Context: an optimization exercise on an open-source flow, tuned for small area and a short achievable clock period. The choices shown serve that exercise and are no tape-out recipe.
In this exercise RTL edits were held to simulation tests only and were not proved equivalent to the original.

==> flow/design.v <==
`timescale 1ns / 1ps
module add_p1( input clk,rst,sub,
                input [31:0] a,b,
                output reg [23:0] mant_out_a,mant_out_b,
                output reg [7:0] exp_large,
                output reg sign_out
    );
    wire [31:0] b_int=(sub)?((~b)+1):(b);
    wire signA   = a[31];
    wire [7:0] expA  = a[30:23];
    wire [22:0] fracA= a[22:0];
    wire [23:0] mantA= {1'b1, fracA};   
    wire signB       = b_int[31];
    wire [7:0] expB  = b_int[30:23];
    wire [22:0] fracB= b_int[22:0];
    wire [7:0] e1 = a[30:23];
    wire [22:0] m1 = a[22:0];
    wire [7:0] e2 = b[30:23];
    wire [22:0] m2 = b[22:0];
    wire NAN_b = (e2==8'b11111111 && m2==23'd0)?1'b1:1'b0;
    wire NAN_a = (e1==8'b11111111 && m1==23'd0)?1'b1:1'b0;
    wire [23:0] mantB= {1'b1, fracB};
    wire [7:0] exp_out=(expA-expB>=0)?(expA):(expB);
    wire [7:0] exp_diff = (expA > expB) ? (expA - expB) : (expB - expA);
    wire exp_sig_gt=(expA>expB)?(1'b1):(1'b0);
    wire exp_sig_eq=(expA==expB)?(1'b1):(1'b0);
    always@(posedge clk or posedge rst) begin
      if(rst) begin
        mant_out_a<=24'b0;
        mant_out_b<=24'b0;
        exp_large<=8'b0;
        sign_out<=1'b0;
      end
      else if(NAN_b || NAN_a) begin
        mant_out_a<=24'b0;
        mant_out_b<=24'b0;
        exp_large<=8'b0;
        sign_out<=1'b0;
      end
      else begin
       exp_large<=exp_out;
       sign_out<=signA ^ signB;
       if(exp_sig_gt) begin
        mant_out_a<=mantA>>exp_diff;
        mant_out_b<=mantB;
       end 
       else if(!exp_sig_gt && !exp_sig_eq) begin
         mant_out_a<=mantA;
         mant_out_b<=mantB>>exp_diff;
       end
      end
    end
endmodule
`timescale 1ns / 1ps
module add_p2(input clk,rst,
              input [23:0] mant_out_a,mant_out_b,
              input [7:0] exp_large,
              input sign_out,
              output reg [23:0] sum_mant,
              output reg [7:0] exp_large_out,
              output reg sign_out_s3);
always@(posedge clk or posedge rst) begin
  if(rst) begin
   sum_mant<=24'd0;
   exp_large_out<=8'd0;
   sign_out_s3<=1'b0;
  end
  else begin
   sum_mant<=mant_out_a+mant_out_b;
   exp_large_out<=exp_large;
   sign_out_s3<=sign_out;
  end
end    
endmodule          
`timescale 1ns / 1ps
module add_p3(input clk,rst,
              input [23:0] sum_mant,
              input [7:0] exp_large_out,
              input sign_out_s3,
              output reg [7:0] exp_large_out_s4, 
              output reg [7:0] leading_zero_ctr,
              output reg [23:0] left_shifted_mant,
              output reg sign_out_s4 );
integer i;
reg [7:0] ctr;
always@(*) begin
 casex (sum_mant)
            24'b1xxxxxxxxxxxxxxxxxxxxxxx: ctr = 0;
            24'b01xxxxxxxxxxxxxxxxxxxxxx: ctr = 1;
            24'b001xxxxxxxxxxxxxxxxxxxxx: ctr = 2;
            24'b0001xxxxxxxxxxxxxxxxxxxx: ctr = 3;
            24'b00001xxxxxxxxxxxxxxxxxxx: ctr = 4;
            24'b000001xxxxxxxxxxxxxxxxxx: ctr = 5;
            24'b0000001xxxxxxxxxxxxxxxxx: ctr = 6;
            24'b00000001xxxxxxxxxxxxxxxx: ctr = 7;
            24'b000000001xxxxxxxxxxxxxxx: ctr = 8;
            24'b0000000001xxxxxxxxxxxxxx: ctr = 9;
            24'b00000000001xxxxxxxxxxxxx: ctr = 10;
            24'b000000000001xxxxxxxxxxxx: ctr = 11;
            24'b0000000000001xxxxxxxxxxx: ctr = 12;
            24'b00000000000001xxxxxxxxxx: ctr = 13;
            24'b000000000000001xxxxxxxxx: ctr = 14;
            24'b0000000000000001xxxxxxxx: ctr = 15;
            24'b00000000000000001xxxxxxx: ctr = 16;
            24'b000000000000000001xxxxxx: ctr = 17;
            24'b0000000000000000001xxxxx: ctr = 18;
            24'b00000000000000000001xxxx: ctr = 19;
            24'b000000000000000000001xxx: ctr = 20;
            24'b0000000000000000000001xx: ctr = 21;
            24'b00000000000000000000001x: ctr = 22;
            24'b000000000000000000000001: ctr = 23;
            default: ctr <= 24;  
        endcase
end
always@(posedge clk or posedge rst) begin
 if(rst) begin
  exp_large_out_s4<=8'd0;
  leading_zero_ctr<=7'd0;
  left_shifted_mant<=24'd0;
  sign_out_s4<=1'b0;
end
else begin
 sign_out_s4<=sign_out_s3;
 left_shifted_mant<=sum_mant<<ctr;
 leading_zero_ctr<=ctr;
 exp_large_out_s4<=exp_large_out;
end
end
endmodule
`timescale 1ns / 1ps
module add_p4(input clk,rst,
             input [7:0] exp_large_out_s4,
             input [7:0] leading_zero_ctr,
             input [23:0] left_shifted_mant,
             input sign_out_s4,
             output reg [7:0] exp_final,
             output reg [22:0] mant_final,
             output reg sign_out_final);
always@(posedge clk or posedge rst) begin
 if(rst) begin
  exp_final<=8'd0;
  mant_final <=24'd0;
  sign_out_final<=1'b0;
 end
 else begin
  exp_final<=exp_large_out_s4 + (~(leading_zero_ctr) + 1 );
  mant_final<=left_shifted_mant[22:0];
  sign_out_final<=sign_out_s4;
 end
end             
endmodule
`timescale 1ns / 1ps
module add_p5( input clk,rst,
               input [7:0] exp_final,
               input [22:0] mant_final,
               input sign_out_final,
               output reg [31:0] result);
always@(posedge clk or posedge rst) begin
 if(rst) begin
  result<=32'd0;
 end
 else begin
  result<={sign_out_final,exp_final,mant_final};
 end
end               
endmodule
`timescale 1ns / 1ps
module add_top(
    input clk, rst,sub,
    input [31:0] a, b,
    output [31:0] result
);
    wire [23:0] mant_out_a_s1, mant_out_b_s1;
    wire [7:0]  exp_large_s1;
    wire        sign_out_s1;
    wire [23:0] sum_mant_s2;
    wire [7:0]  exp_large_s2;
    wire        sign_out_s2;
    wire [7:0]  exp_large_s3;
    wire [7:0]  leading_zero_ctr_s3;
    wire [23:0] left_shifted_mant_s3;
    wire        sign_out_s3;
    wire [7:0]  exp_final_s4;
    wire [22:0] mant_final_s4;
    wire        sign_out_s4;
    add_p1 u1 (
        .clk(clk), .rst(rst),
        .a(a), .b(b),.sub(sub),
        .mant_out_a(mant_out_a_s1),
        .mant_out_b(mant_out_b_s1),
        .exp_large(exp_large_s1),
        .sign_out(sign_out_s1)
    );
    add_p2 u2 (
        .clk(clk), .rst(rst),
        .mant_out_a(mant_out_a_s1),
        .mant_out_b(mant_out_b_s1),
        .exp_large(exp_large_s1),
        .sign_out(sign_out_s1),
        .sum_mant(sum_mant_s2),
        .exp_large_out(exp_large_s2),
        .sign_out_s3(sign_out_s2)
    );
    add_p3 u3 (
        .clk(clk), .rst(rst),
        .sum_mant(sum_mant_s2),
        .exp_large_out(exp_large_s2),
        .sign_out_s3(sign_out_s2),
        .exp_large_out_s4(exp_large_s3),
        .leading_zero_ctr(leading_zero_ctr_s3),
        .left_shifted_mant(left_shifted_mant_s3),
        .sign_out_s4(sign_out_s3)
    );
    add_p4 u4 (
        .clk(clk), .rst(rst),
        .exp_large_out_s4(exp_large_s3),
        .leading_zero_ctr(leading_zero_ctr_s3),
        .left_shifted_mant(left_shifted_mant_s3),
        .sign_out_s4(sign_out_s3),
        .exp_final(exp_final_s4),
        .mant_final(mant_final_s4),
        .sign_out_final(sign_out_s4)
    );
    add_p5 u5 (
        .clk(clk), .rst(rst),
        .exp_final(exp_final_s4),
        .mant_final(mant_final_s4),
        .sign_out_final(sign_out_s4),
        .result(result)
    );
endmodule
`timescale 1ns / 1ps
module mul_p1 (
    input         clk,
    input         rst,          
    input  [31:0] a, b,         
    output reg    sign,         
    output reg [8:0]  exp_sum,  
    output reg [23:0] mant_a, mant_b  
);
    wire s1 = a[31];
    wire s2 = b[31];
    wire [7:0] e1 = a[30:23];
    wire [7:0] e2 = b[30:23];
    wire [22:0] m1 = a[22:0];
    wire [22:0] m2 = b[22:0];
    wire NAN_b = (e2==8'b11111111 && m2==23'd0)?1'b1:1'b0;
    wire NAN_a = (e1==8'b11111111 && m1==23'd0)?1'b1:1'b0;
    wire inf_b=(e2==8'b11111111 && m2==23'd0 )?1'b1:1'b0;
    wire inf_a=(e1==8'b11111111 && m1==23'd0 )?1'b1:1'b0;
    always @(posedge clk or posedge rst) begin
        if (rst) begin
            sign    <= 1'b0;
            exp_sum <= 9'd0;
            mant_a  <= 24'd0;
            mant_b  <= 24'd0;
        end
        else if (NAN_a || NAN_b || inf_b || inf_a) begin
            sign    <= 1'b0;
            exp_sum <= 9'd0;
            mant_a  <= 24'd0;
            mant_b  <= 24'd0;
        end
        else begin
            sign    <= s1 ^ s2;
            exp_sum <= {1'b0, e1} + {1'b0, e2};
            mant_a  <= {1'b1, m1};   
            mant_b  <= {1'b1, m2};
        end
    end
endmodule
`timescale 1ns / 1ps
module mul_p2 (
    input         clk,
    input         rst,
    input         sign_in,           
    input  [8:0]  exp_sum_in,         
    input  [23:0] mant_a_in, mant_b_in,  
    output reg    sign_out,           
    output reg [8:0]  exp_sum_out,     
    output reg [47:0] mant_prod_out    
);
    localparam BIAS=127;
    reg [47:0] mant_prod;  
    always @(*) begin
        mant_prod = mant_a_in * mant_b_in;  
    end
    always @(posedge clk or posedge rst) begin
        if (rst) begin
            sign_out      <= 1'b0;
            exp_sum_out   <= 9'd0;
            mant_prod_out <= 48'd0;
        end
        else begin
            sign_out      <= sign_in;        
            exp_sum_out   <= exp_sum_in + BIAS;     
            mant_prod_out <= mant_prod;      
        end
    end
endmodule
`timescale 1ns / 1ps
module mul_p3 (
    input              clk,
    input              rst,
    input              sign_in,
    input      [8:0]   exp_sum_in,      
    input      [47:0]  mant_prod_in,    
    output reg         sign_out,
    output reg [8:0]   exp_sum_out,
    output wire [22:0]  mantissa_out     
);
    reg [47:0] mant_shifted;
    always @(posedge clk or posedge rst) begin
        if (rst) begin
            sign_out     <= 0;
            exp_sum_out  <= 0;
            mant_shifted <= 0;
        end else begin
            sign_out <= sign_in;
            if (mant_prod_in[47] == 1'b1) begin
                mant_shifted <= mant_prod_in >> 1;
                exp_sum_out  <= exp_sum_in + 1'b1;
            end else begin
                mant_shifted <= mant_prod_in;
                exp_sum_out  <= exp_sum_in;
            end
        end
    end
assign mantissa_out = mant_shifted[45:23];
endmodule
`timescale 1ns / 1ps
module mul_p4 (
    input  wire        clk,
    input  wire        rst,
    input  wire        sign_in,
    input  wire [8:0]  exp_in,     
    input  wire [22:0] mant_in,    
    output reg  [31:0] result
);
    always @(posedge clk or posedge rst) begin
        if (rst) begin
            result <= 32'b0;
        end else begin
            result <= { sign_in, exp_in[7:0], mant_in }; 
        end
    end
endmodule
`timescale 1ns/1ps
module mul_top (
    input  wire        clk,
    input  wire        rst,
    input  wire [31:0] a,
    input  wire [31:0] b,
    output wire [31:0] result
);
    wire sign_s1;
    wire [8:0] exp_sum_s1;
    wire [23:0] mant_a_s1, mant_b_s1;
    wire sign_s2;
    wire [8:0] exp_sum_s2;
    wire [47:0] mant_prod_s2;
    wire sign_s3;
    wire [8:0] exp_s3;
    wire [22:0] mant_s3;
    mul_p1 u1 (
        .clk(clk),
        .rst(rst),
        .a(a),
        .b(b),
        .sign(sign_s1),
        .exp_sum(exp_sum_s1),
        .mant_a(mant_a_s1),
        .mant_b(mant_b_s1)
    );
    mul_p2 u2 (
        .clk(clk),
        .rst(rst),
        .sign_in(sign_s1),
        .exp_sum_in(exp_sum_s1),
        .mant_a_in(mant_a_s1),
        .mant_b_in(mant_b_s1),
        .sign_out(sign_s2),
        .exp_sum_out(exp_sum_s2),
        .mant_prod_out(mant_prod_s2)
    );
    mul_p3 u3 (
        .clk(clk),
        .rst(rst),
        .sign_in(sign_s2),
        .exp_sum_in(exp_sum_s2),
        .mant_prod_in(mant_prod_s2),
        .sign_out(sign_s3),
        .exp_sum_out(exp_s3),
        .mantissa_out(mant_s3)
    );
    mul_p4 u4 (
        .clk(clk),
        .rst(rst),
        .sign_in(sign_s3),
        .exp_in(exp_s3),
        .mant_in(mant_s3),
        .result(result)
    );
endmodule
`timescale 1ns / 1ps
module fp_addmul (
    input  wire        clk,
    input  wire        rst,
    input  wire        sub,
    input  wire [31:0] a,
    input  wire [31:0] b,
    output wire [31:0] add_result,
    output wire [31:0] mul_result
);
    add_top fpaso (
        .clk(clk), .rst(rst),
        .a(a), .b(b),
        .sub(sub),
        .result(add_result)
    );
    mul_top fpmo (
        .clk(clk), .rst(rst),
        .a(a), .b(b),
        .result(mul_result)
    );
endmodule
==> flow/run.sh <==
#!/bin/bash
# synth_recipe.tcl (not shown) runs the flow's synth.tcl, then flattens the netlist and writes it again
# the make line also repeats each setting of config.mk as NAME=value (left out here)
make -C /OpenROAD-flow-scripts/flow DESIGN_CONFIG=/design/flow/config.mk WORK_HOME=/design/flow/orfs CLKGATE_MAP_FILE= SYNTH_SCRIPT=/design/flow/synth_recipe.tcl finish
==> flow/config.mk <==
export PLATFORM = sky130hd
export DESIGN_NAME = fp_addmul
export DESIGN_NICKNAME = fp_addmul
export VERILOG_FILES = /design/flow/design.v
export SDC_FILE = /design/flow/constraint.sdc
export NUM_CORES = 4
export LEC_CHECK = 0
export CAP_MARGIN = 20
export CORE_MARGIN = 2
export CORE_UTILIZATION = 40
export SLEW_MARGIN = 20
==> flow/constraint.sdc <==
create_clock -name core_clock -period 10.0 [get_ports {clk}]
set_input_delay 2.0000 -clock core_clock [delete_from_list [all_inputs] [get_ports {clk}]]
set_output_delay 2.0000 -clock core_clock [all_outputs]
set_load 0.01 [all_outputs]
==> results.txt <==
==> metrics by stage <==
step | utilization | instance area [µm²] | setup WS, ns | instances
detailed placement | 0.432 | 38100 | 0.591 | 4804
CTS | 0.447 | 39400 | 1.09 | 4871
floorplan | - | 35400 | 2.08 | 3623
global placement | 0.432 | 38100 | 0.652 | 4804
finish | 0.447 | 39400 | 1.09 | 4872
global route | 0.447 | 39400 | 0.754 | 4871
==> flip-flops by register name (all words and copies together), names as in the netlist, 23 cells and up <==
register                    flops
fpaso.u5.result                32
fpmo.u4.result                 32
fpmo.u2.mant_prod_out          25
fpaso.u1.mant_out_a            24
fpaso.u1.mant_out_b            24
fpaso.u2.sum_mant              24
fpmo.u1.mant_a                 24
fpaso.u3.left_shifted_mant     23
fpaso.u4.mant_final            23
fpmo.u1.mant_b                 23
fpmo.u3.mant_shifted           23
==> layout by cell type, fill, tap and decap left out, drive strengths merged, types with 11 or more instances in the layout <==
| cell type | synthesis | layout |
|---|---|---|
| dfrtp | 345 | 345 |
| nor4 | 19 | 19 |
| nor2 | 143 | 143 |
| and2 | 348 | 348 |
| nand3 | 32 | 32 |
| a21o | 39 | 39 |
| nor2b | 13 | 13 |
| clkbuf | 158 | 48 |
| a211oi | 28 | 28 |
| a221oi | 15 | 15 |
| nand2b | 15 | 15 |
| clkdlybuf4s50 | 0 | 130 |
| a21oi | 118 | 118 |
| mux2 | 39 | 39 |
| nand2 | 394 | 394 |
| o21a | 11 | 11 |
| fa | 486 | 486 |
| or3 | 15 | 15 |
| o21ai | 79 | 79 |
| nor3 | 34 | 34 |
| xnor2 | 74 | 74 |
| xor2 | 40 | 40 |
| inv | 598 | 603 |
| o211ai | 14 | 14 |
| buf | 33 | 77 |
| o31ai | 16 | 16 |
| o41ai | 13 | 13 |
| nand4 | 18 | 18 |
| mux4 | 27 | 27 |
| mux2i | 83 | 83 |
| ha | 223 | 223 |
| a31oi | 19 | 19 |
==> logic make-up after synthesis <==
| group | after synthesis | share of synthesized area |
|---|---|---|
| AOI/OAI and AO/OA | 454 | 0.0873 |
| muxes | 149 | 0.0532 |
| adders and majority gates | 709 | 0.353 |
| and+or+nand+nor | 1062 | 0.149 |
| xor gates and xnor gates | 114 | 0.0284 |
| DFF | 345 | 0.244 |
| buffers and inverters | 790 | 0.0854 |
==> worst register-to-register path, stage by stage (launching register included) <==
cell       delay, ns
dfrtp_1         1.01
and2_1          0.27
fa_1            0.45
fa_1            0.56
inv_1           0.06
fa_1            0.52
inv_1           0.05
fa_1            0.49
inv_1           0.06
fa_1            0.53
inv_1           0.05
fa_1            0.47
inv_1           0.05
fa_1            0.47
inv_1           0.04
ha_1            0.32
nand4_1         0.13
or4_1           0.54
a311oi_1        0.74
o21ai_0         0.46
a21oi_1         0.32
o2111ai_1       0.22
o21ai_0         0.45
a21oi_1         0.15
xnor2_1         0.21
==> layer usage <==
| metal | up-vias | wire length [µm] | track usage |
|---|---|---|---|
| li1 | 11647 | - | - |
| met1 | 13194 | 44600 | 0.321 |
| met2 | 931 | 47000 | 0.365 |
| met4 | 0 | 3050 | 0.0691 |
| met5 | - | 0 | 0 |
| met3 | 198 | 6540 | 0.0348 |
==> final cells by class <==
type | instances | area [µm²] | share of cell area
antenna | 1 | 2.50 | 0.0000635
sequential | 345 | 8640 | 0.219
timing repair buffer | 207 | 1900 | 0.0483
inverter | 599 | 2250 | 0.0571
tap | 1165 | 1460 | 0.0370
clock inverter | 19 | 279 | 0.00708
clock buffer | 48 | 1060 | 0.0269
multi-input combinational | 2488 | 23800 | 0.605
==> worst min-delay path by stage <==
| stage | slack, ns | cells after the start | to | from |
|---|---|---|---|---|
| after floorplan | 0.33 | 0 | fpaso.u2.exp_large_out[0]$_DFF_PP0_ | fpaso.u1.exp_large[0]$_DFF_PP0_ |
| after global placement | 0.33 | 0 | fpaso.u4.mant_final[11]$_DFF_PP0_ | fpaso.u3.left_shifted_mant[11]$_DFF_PP0_ |
| after detailed placement | 0.33 | 0 | fpaso.u4.mant_final[11]$_DFF_PP0_ | fpaso.u3.left_shifted_mant[11]$_DFF_PP0_ |
| after CTS | 0.35 | 0 | fpaso.u5.result[5]$_DFF_PP0_ | fpaso.u4.mant_final[5]$_DFF_PP0_ |
| after global routing | 0.35 | 0 | fpaso.u2.exp_large_out[0]$_DFF_PP0_ | fpaso.u1.exp_large[0]$_DFF_PP0_ |
| final | 0.34 | 0 | fpaso.u5.result[21]$_DFF_PP0_ | fpaso.u4.mant_final[21]$_DFF_PP0_ |
==> results.txt <==
Period minus WS final=8.91 ns; R2R setup slack=1.26 ns; vias in the first global route=26506; routed via count=25970; Nets=4455; last element of the critical path=fpaso.u1.mant_out_a[6]$_DFFE_PP0P_; most frequent cells after synthesis=inv_1 (598), fa_1 (486), nand2_1 (394); Cell Rows=109; clock buffer count from CTS=38; yosys warns=9; most area-hungry cell type in the Yosys netlist=fa_1; Yosys cell types=81; fin crit share=0.891; class of the worst hold path=register to register; Setup crit start kind=primary input; FF-to-FF path depth=24; CTS resizes=0; Die Ht=302 µm; RSZ-0062 raised after global routing=false; Max Cap Viol=0; Die Span X=302 µm; CP Depth=20; WP data arrival=9.39 ns; endpoints failing hold=0; Final setup viols=0; share of cells above drive strength 1=0.0653; cell count after synthesis=3623; crit path max fanout=15; critical path class=primary input to register; worst-path cell chain=clkdlybuf4s50_1 -> or4_1 -> or3_1 -> or4_1 -> or3_1 -> o21ai_0 -> xnor2_1 -> ha_2 -> inv_1 -> fa_1 -> a211oi_1 -> o211ai_2 -> nand3_2 -> mux2i_2 -> xnor2_4 -> mux4_2 -> mux2_2 -> a221oi_1 -> nor4_1 -> a21o_1; Post-synth ARST share=1.00; CP Capture Type=register; Final HPWL DP=77000 µm; Yosys reg bits=345; hold_buf cts=0; reg-to-reg startpoint=fpmo.u1.mant_b[1]$_DFF_PP0_; vias per cell=5.33; top cells by area, synth=fa_1 (27%), dfrtp_1 (24%), ha_1 (7.9%); Worst-Margin Slew=1.18 ns; Synth Area per Inst=9.78 µm²; CP max stage delay=0.69 ns; number of port buffers=130; largest net degree at the start of global routing=147; Max H-tree Level=2; worst hold margin=0.344 ns; status=complete, no violations; Root Driver=clkbuf_16; core area=88100 µm²; Post-Route WL=101000 µm; RePlAce Congestion=0.958; grt ovf=0; Most used DFF post-synth=dfrtp_1; clock latency on the worst-skew pair=0.59 ns; most common cell in the netlist=inv_1; Synth Net Count=4399; CP max stage cell=or4_1; first-pass GRT wire length=159000 µm; initial antenna violation count=2; EDFF count, synth=0; CP required=10.48 ns; gr usage total=0.228; post-route ant nets=0; drt pass-1 iters=6; WP buf/inv=2; Fmax=112 MHz; Crit path max-delay family=simple AND/OR/NAND/NOR gates; CTS max path bufs=3; Top Ports=131; filler instances=8518; setup tns final=0 ns; clock skew=0.0304 ns; CTS tree=built; Syn-to-layout area delta=11.3%; Starting Density=0.402; Mapped Area=35400 µm²; clk slew on worst S/H paths=0.06 ns; clock sinks=345; Synth top area share=0.275; crit path launch=b[0]; residual DRC count=0; initial DRC count=2102; post-synthesis sequential area ratio=0.244; Final Slew Violations=0; reg-to-reg endpoint=fpmo.u2.mant_prod_out[47]$_DFF_PP0_; WL/cell=20.8 µm; die area=91000 µm²; post-CTS setup buffer count=0; relative slew slack=0.216

==> afterwards: timing with drivers on the ports <==
The results above use ideal ports. As a check the final layout listed here was re-extracted and re-timed, cells and wires unchanged. Step 1 assumes that a clkbuf_16 drives the clock port and a buf_2 every other input. Step 2 moves the port delays by t, midway between the first and last clock arrival at a register: inputs arrive t later, outputs are due t later. That takes back most of the time a late clock gives input paths. Slacks: ideal ports / drivers / drivers and shift; pairs: ideal ports / drivers.
t (ns): 0.635
setup WS [ns]: 1.089 / 1.131 / 0.496
worst setup path after step 2: input to register
After both steps this run still meets setup and hold. For this run, drivers alone change the setup slack by +0.042 ns; drivers and shift together by -0.593 ns.
